Background: an optimization exercise with open tools, aiming at small area. Do not read the settings as production practice. Function was checked by simulation only, so behaviour that the tests miss may differ from the original. Power figures rest on the tool's default switching activity, not on a simulated workload.

==> job 5550 <==
==> flow/design.v <==
module uart (
    input clk, rst, tx_send, rx, rx_flag_clr,
    input [7:0] Tx_Data,
    output tx_output_serial,
    output [7:0] Rx_Data,
    output parity_error, rx_flag
);
localparam [2:0] D_INI  = 3'b000;
localparam [2:0] D_SHOT = 3'b001;
localparam [2:0] D_OFF1 = 3'b100;
localparam [2:0] D_SW1  = 3'b010;
localparam [2:0] D_OFF2 = 3'b110;
reg  [2:0]  ds;         
reg  [12:0] t_lo;       
reg  [8:0]  t_hi;       
reg  [7:0]  t_data;     
wire counting = ds[2];                                    
wire lo_wrap  = &(t_lo | ~13'd5208);                      
wire lockout_done = &(t_hi | ~9'd287) & &(t_lo | ~13'd5018);  
always @(posedge clk or posedge rst)
    if (rst)
        ds <= D_INI;
    else
        case (ds)
            D_INI:   if (tx_send)      ds <= D_SHOT;
            D_SHOT:                    ds <= D_OFF1;
            D_OFF1:  if (lockout_done) ds <= D_SW1;
            D_SW1:   if (~tx_send)     ds <= D_OFF2;
            D_OFF2:  if (lockout_done) ds <= D_INI;
            default:                   ds <= D_INI;
        endcase
always @(posedge clk)
    if (~counting) begin
        t_lo <= 13'd0;
        t_hi <= 9'd0;
    end else if (lo_wrap) begin
        t_lo <= 13'd0;
        t_hi <= t_hi + 1'b1;
    end else
        t_lo <= t_lo + 1'b1;
always @(posedge clk)
    if (ds == D_SHOT)
        t_data <= Tx_Data;
reg tx_bit;
always @(*)
    case (t_hi[3:0])
        4'd0:    tx_bit = 1'b0;
        4'd1:    tx_bit = t_data[0];
        4'd2:    tx_bit = t_data[1];
        4'd3:    tx_bit = t_data[2];
        4'd4:    tx_bit = t_data[3];
        4'd5:    tx_bit = t_data[4];
        4'd6:    tx_bit = t_data[5];
        4'd7:    tx_bit = t_data[6];
        4'd8:    tx_bit = t_data[7];
        4'd9:    tx_bit = ^Tx_Data;
        default: tx_bit = 1'b1;
    endcase
assign tx_output_serial = (ds == D_OFF1 && t_hi[8:4] == 5'd0) ? tx_bit : 1'b1;
localparam [1:0] R_IDLE = 2'b00;
localparam [1:0] R_RUN  = 2'b10;
localparam [1:0] R_STOP = 2'b11;
localparam [1:0] R_CLR  = 2'b01;
reg  [1:0]  rs;         
reg  [11:0] r_h;        
reg  [4:0]  r_m;        
reg         r_t;        
reg  [8:0]  r_sr;       
wire r_active = rs[1];
wire h_wrap   = &(r_h | ~12'd2604);                                 
wire to_stop  = &(r_m | ~5'd19) & &(r_h | ~12'd2594);              
wire to_clr   = &(r_m | ~5'd21) & &(r_h | ~12'd2593);              
wire sample   = h_wrap & r_t & (rs == R_RUN) & (|r_m);
always @(posedge clk or posedge rst)
    if (rst)
        rs <= R_IDLE;
    else
        case (rs)
            R_IDLE: if (~rx)         rs <= R_RUN;
            R_RUN:  if (to_stop)     rs <= R_STOP;
            R_STOP: if (to_clr)      rs <= R_CLR;
            R_CLR:  if (rx_flag_clr) rs <= R_IDLE;
        endcase
always @(posedge clk)
    if (~r_active) begin
        r_h <= 12'd0;
        r_m <= 5'd0;
    end else if (h_wrap) begin
        r_h <= 12'd0;
        r_m <= r_m + 1'b1;
    end else
        r_h <= r_h + 1'b1;
always @(posedge clk or posedge rst)
    if (rst)
        r_t <= 1'b0;
    else if (r_active & h_wrap)
        r_t <= ~r_t;
always @(posedge clk or posedge rst)
    if (rst)
        r_sr <= 9'd0;
    else if (sample)
        r_sr <= {rx, r_sr[8:1]};
assign Rx_Data      = r_sr[7:0];
assign parity_error = ^r_sr;
assign rx_flag      = rs[0];
endmodule
==> flow/run.sh <==
#!/bin/bash
# synth_recipe.tcl (not shown) runs the flow's synth.tcl, then flattens the netlist and writes it again
# the make line also repeats each setting of config.mk as NAME=value (left out here)
make -C /OpenROAD-flow-scripts/flow DESIGN_CONFIG=/design/flow/config.mk WORK_HOME=/design/flow/orfs CLKGATE_MAP_FILE= SYNTH_SCRIPT=/design/flow/synth_recipe.tcl finish
==> flow/config.mk <==
export PLATFORM = sky130hd
export DESIGN_NAME = uart
export DESIGN_NICKNAME = uart
export VERILOG_FILES = /design/flow/design.v
export SDC_FILE = /design/flow/constraint.sdc
export NUM_CORES = 4
export LEC_CHECK = 0
export CAP_MARGIN = 20
export CORE_MARGIN = 2
export CORE_UTILIZATION = 40
export SLEW_MARGIN = 20
==> flow/constraint.sdc <==
create_clock -name core_clock -period 20.0 [get_ports {clk}]
set_input_delay 4.0000 -clock core_clock [delete_from_list [all_inputs] [get_ports {clk}]]
set_output_delay 4.0000 -clock core_clock [all_outputs]
set_load 0.01 [all_outputs]
==> job 1546: changes against job 5550 <==
==> flow/design.v (replaced) <==
module uart (
    input clk, rst, tx_send, rx, rx_flag_clr,
    input [7:0] Tx_Data,
    output tx_output_serial,
    output [7:0] Rx_Data,
    output parity_error, rx_flag
);
localparam [2:0] D_INI  = 3'b000;
localparam [2:0] D_SHOT = 3'b001;
localparam [2:0] D_OFF1 = 3'b100;
localparam [2:0] D_SW1  = 3'b010;
localparam [2:0] D_OFF2 = 3'b110;
reg  [2:0]  ds;         
reg  [12:0] lo_q;       
reg  [8:0]  t_hi;       
reg  [7:0]  t_data;     
wire [12:0] lo = lo_q ^ 13'd2730;
wire counting = ds[2];                                    
wire lo_wrap  = (((lo ^ 13'd4511) & 13'd7671) == 13'd0);                              
wire lockout_done = &(t_hi | ~9'd287) & (((lo ^ 13'd2721) & 13'd7663) == 13'd0);
wire lo_clr   = ~counting | lo_wrap;
always @(posedge rst or posedge clk)
    if (rst)
        ds <= D_INI;
    else begin
        ds[0] <= ~ds[2] & ~ds[1] & ~ds[0] & tx_send;
        ds[1] <= (ds[2] & ~ds[1] & lockout_done) | (ds[2] & ds[1] & ~lockout_done) |
                 (~ds[2] & ds[1]);
        ds[2] <= ds[0] | (ds[2] & ~lockout_done) | (~ds[2] & ds[1] & ~tx_send);
    end
always @(posedge clk)
    lo_q <= (lo_clr ? 13'd0 : {lo[11:0], ~(lo[9] ^ lo[12])}) ^ 13'd2730;
always @(posedge clk)
    if (~counting)
        t_hi <= 9'd0;
    else if (lo_wrap)
        t_hi <= t_hi + 1'b1;
always @(posedge clk)
    if (ds[0])
        t_data <= Tx_Data;
wire [7:0] low_bits = {t_data[6:0], 1'b0};
wire low_bit  = low_bits[t_hi[2:0]];
wire high_bit = (t_hi[2] | t_hi[1]) | (t_hi[0] ? ^Tx_Data : t_data[7]);
wire tx_bit   = t_hi[3] ? high_bit : low_bit;
wire in_frame = ds[2] & ~ds[1] & ~(|t_hi[8:4]);
assign tx_output_serial = ~in_frame | tx_bit;
localparam [1:0] R_IDLE = 2'b00;
localparam [1:0] R_RUN  = 2'b10;
localparam [1:0] R_STOP = 2'b11;
localparam [1:0] R_CLR  = 2'b01;
reg  [1:0]  rs;         
reg  [11:0] h_q;        
reg  [4:0]  m_q;        
reg         r_t;        
reg  [8:0]  r_sr;       
wire [11:0] h = h_q ^ 12'd2730;
wire [4:0]  m = m_q ^ 5'd10;
wire r_active = rs[1];
wire h_wrap   = (((h ^ 12'd1425) & 12'd4091) == 12'd0);                           
wire to_stop  = (((m ^ 5'd20) & 5'd19) == 5'd0) & (((h ^ 12'd1897) & 12'd3515) == 12'd0);    
wire to_clr   = (((m ^ 5'd17) & 5'd30) == 5'd0) & (((h ^ 12'd948) & 12'd3805) == 12'd0);      
wire sample   = h_wrap & r_t & (rs[1] & ~rs[0]) & (|(m & 5'd7));
wire h_clr    = ~r_active | h_wrap;
always @(posedge rst or posedge clk)
    if (rst)
        rs <= R_IDLE;
    else begin
        rs[1] <= (rs[1] & ~(rs[0] & to_clr)) | (~rs[1] & ~rs[0] & ~rx);
        rs[0] <= (rs[1] & (rs[0] | to_stop)) | (~rs[1] & rs[0] & ~rx_flag_clr);
    end
always @(posedge clk)
    h_q <= (h_clr ? 12'd0 : {h[10:0], ~(h[10] ^ h[11])}) ^ 12'd2730;
always @(posedge clk)
    if (~r_active)
        m_q <= 5'd10;
    else if (h_wrap)
        m_q <= {m[3:0], ~(m[1] ^ m[4])} ^ 5'd10;
always @(posedge rst or posedge clk)
    if (rst)
        r_t <= 1'b0;
    else if (r_active & h_wrap)
        r_t <= ~r_t;
always @(posedge rst or posedge clk)
    if (rst)
        r_sr <= 9'd0;
    else if (sample)
        r_sr <= {rx, r_sr[8:1]};
assign Rx_Data      = r_sr[7:0];
assign parity_error = ^r_sr;
assign rx_flag      = rs[0];
endmodule
==> flow/flow/run.sh (new file) <==
#!/bin/bash
# The standard layout (the standard.sh: standard synthesis, ORFS flow), with two changes:
# - the port buffers are the smallest buffer, sky130_fd_sc_hd__buf_1, not clkdlybuf4s50_1;
# - clock tree synthesis uses sky130_fd_sc_hd__clkbuf_4 and inserts no dummy loads.
# make's full output goes to flow_make.log in this folder; ORFS's own per-step logs stay
# under orfs/logs/.
set -euo pipefail
export BUFFER_PORTS_ARGS="-buffer_cell sky130_fd_sc_hd__buf_1"
export CTS_ARGS="-sink_clustering_enable -repair_clock_nets -dont_use_dummy_load -buf_list sky130_fd_sc_hd__clkbuf_4"
bash standard.sh > flow_make.log 2>&1
==> flow/standard.sh (new file) <==
#!/bin/bash
# synth_recipe.tcl (not shown) runs the flow's synth.tcl, then flattens the netlist and writes it again
# the make line also repeats each setting of config.mk as NAME=value (left out here)
make -C /OpenROAD-flow-scripts/flow DESIGN_CONFIG=/design/flow/config.mk WORK_HOME=/design/flow/orfs CLKGATE_MAP_FILE= SYNTH_SCRIPT=/design/flow/synth_recipe.tcl "${@:-finish}"
removed: flow/run.sh
==> notes <==
Job 1546 finished clean. Job 5550 finished clean.
Of job 5550 and job 1546, job 1546 has the higher critical path depth (gap 1).
Register-to-register slack: job 5550 is lower than job 1546 (0.14 ns).
Non-clock buffer count: job 5550 is higher than job 1546 (2).
Between job 5550 and job 1546, the lower die area is in job 1546 (gap about 20%, measured against job 1546).
Between job 1546 and job 5550, the lower area after synthesis is in job 1546 (gap 17%, measured against job 5550).
Between job 5550 and job 1546, the lower maximum frequency is in job 5550 (gap 5.7%, measured against job 1546).
In job 5550 the count of clock-buffer cells in the layout is higher than in job 1546, by 6.
Of job 1546 and job 5550, job 5550 has the higher clock power (gap 55%, measured against job 5550).
Final area: job 5550 is higher than job 1546 (33%).
In job 5550 the hold slack is better than in job 1546, by 0.061 ns.
In flip-flop and latch count, job 1546 and job 5550 do not differ.

-- afterwards: timing with drivers on the ports --
Ports are ideal in the flow. The routed layouts listed here were re-timed in OpenROAD.
Step 1 (the two cells are an assumption about what drives the block):
set clk [get_ports {clk}]
set_driving_cell -lib_cell sky130_fd_sc_hd__clkbuf_16 $clk
set_driving_cell -lib_cell sky130_fd_sc_hd__buf_2 [delete_from_list [all_inputs] $clk]
Step 2, shift: input delay + t, output delay - t, t = (earliest + latest rising clock arrival at the registers) / 2. This alone moves slack from input paths to output paths.
Slacks: no drivers / after step 1 / after step 2; pairs: no drivers / after step 1.
run | shift t [ns] | setup slack, ns | hold WS [ns] | worst slew at a driven data input, ns | cell pins on the clock port's net
job 5550 | 0.357 | 10.319 / 10.291 / 10.291 | 0.451 / 0.451 / 0.451 | 0.05 | 1
job 1546 | 0.400 | 10.874 / 10.851 / 10.851 | 0.390 / 0.390 / 0.390 | 0.03 | 1
After both steps setup and hold are still met in every run listed. For job 5550, which loses most, drivers alone change the setup slack by -0.028 ns; drivers and shift together by -0.028 ns.
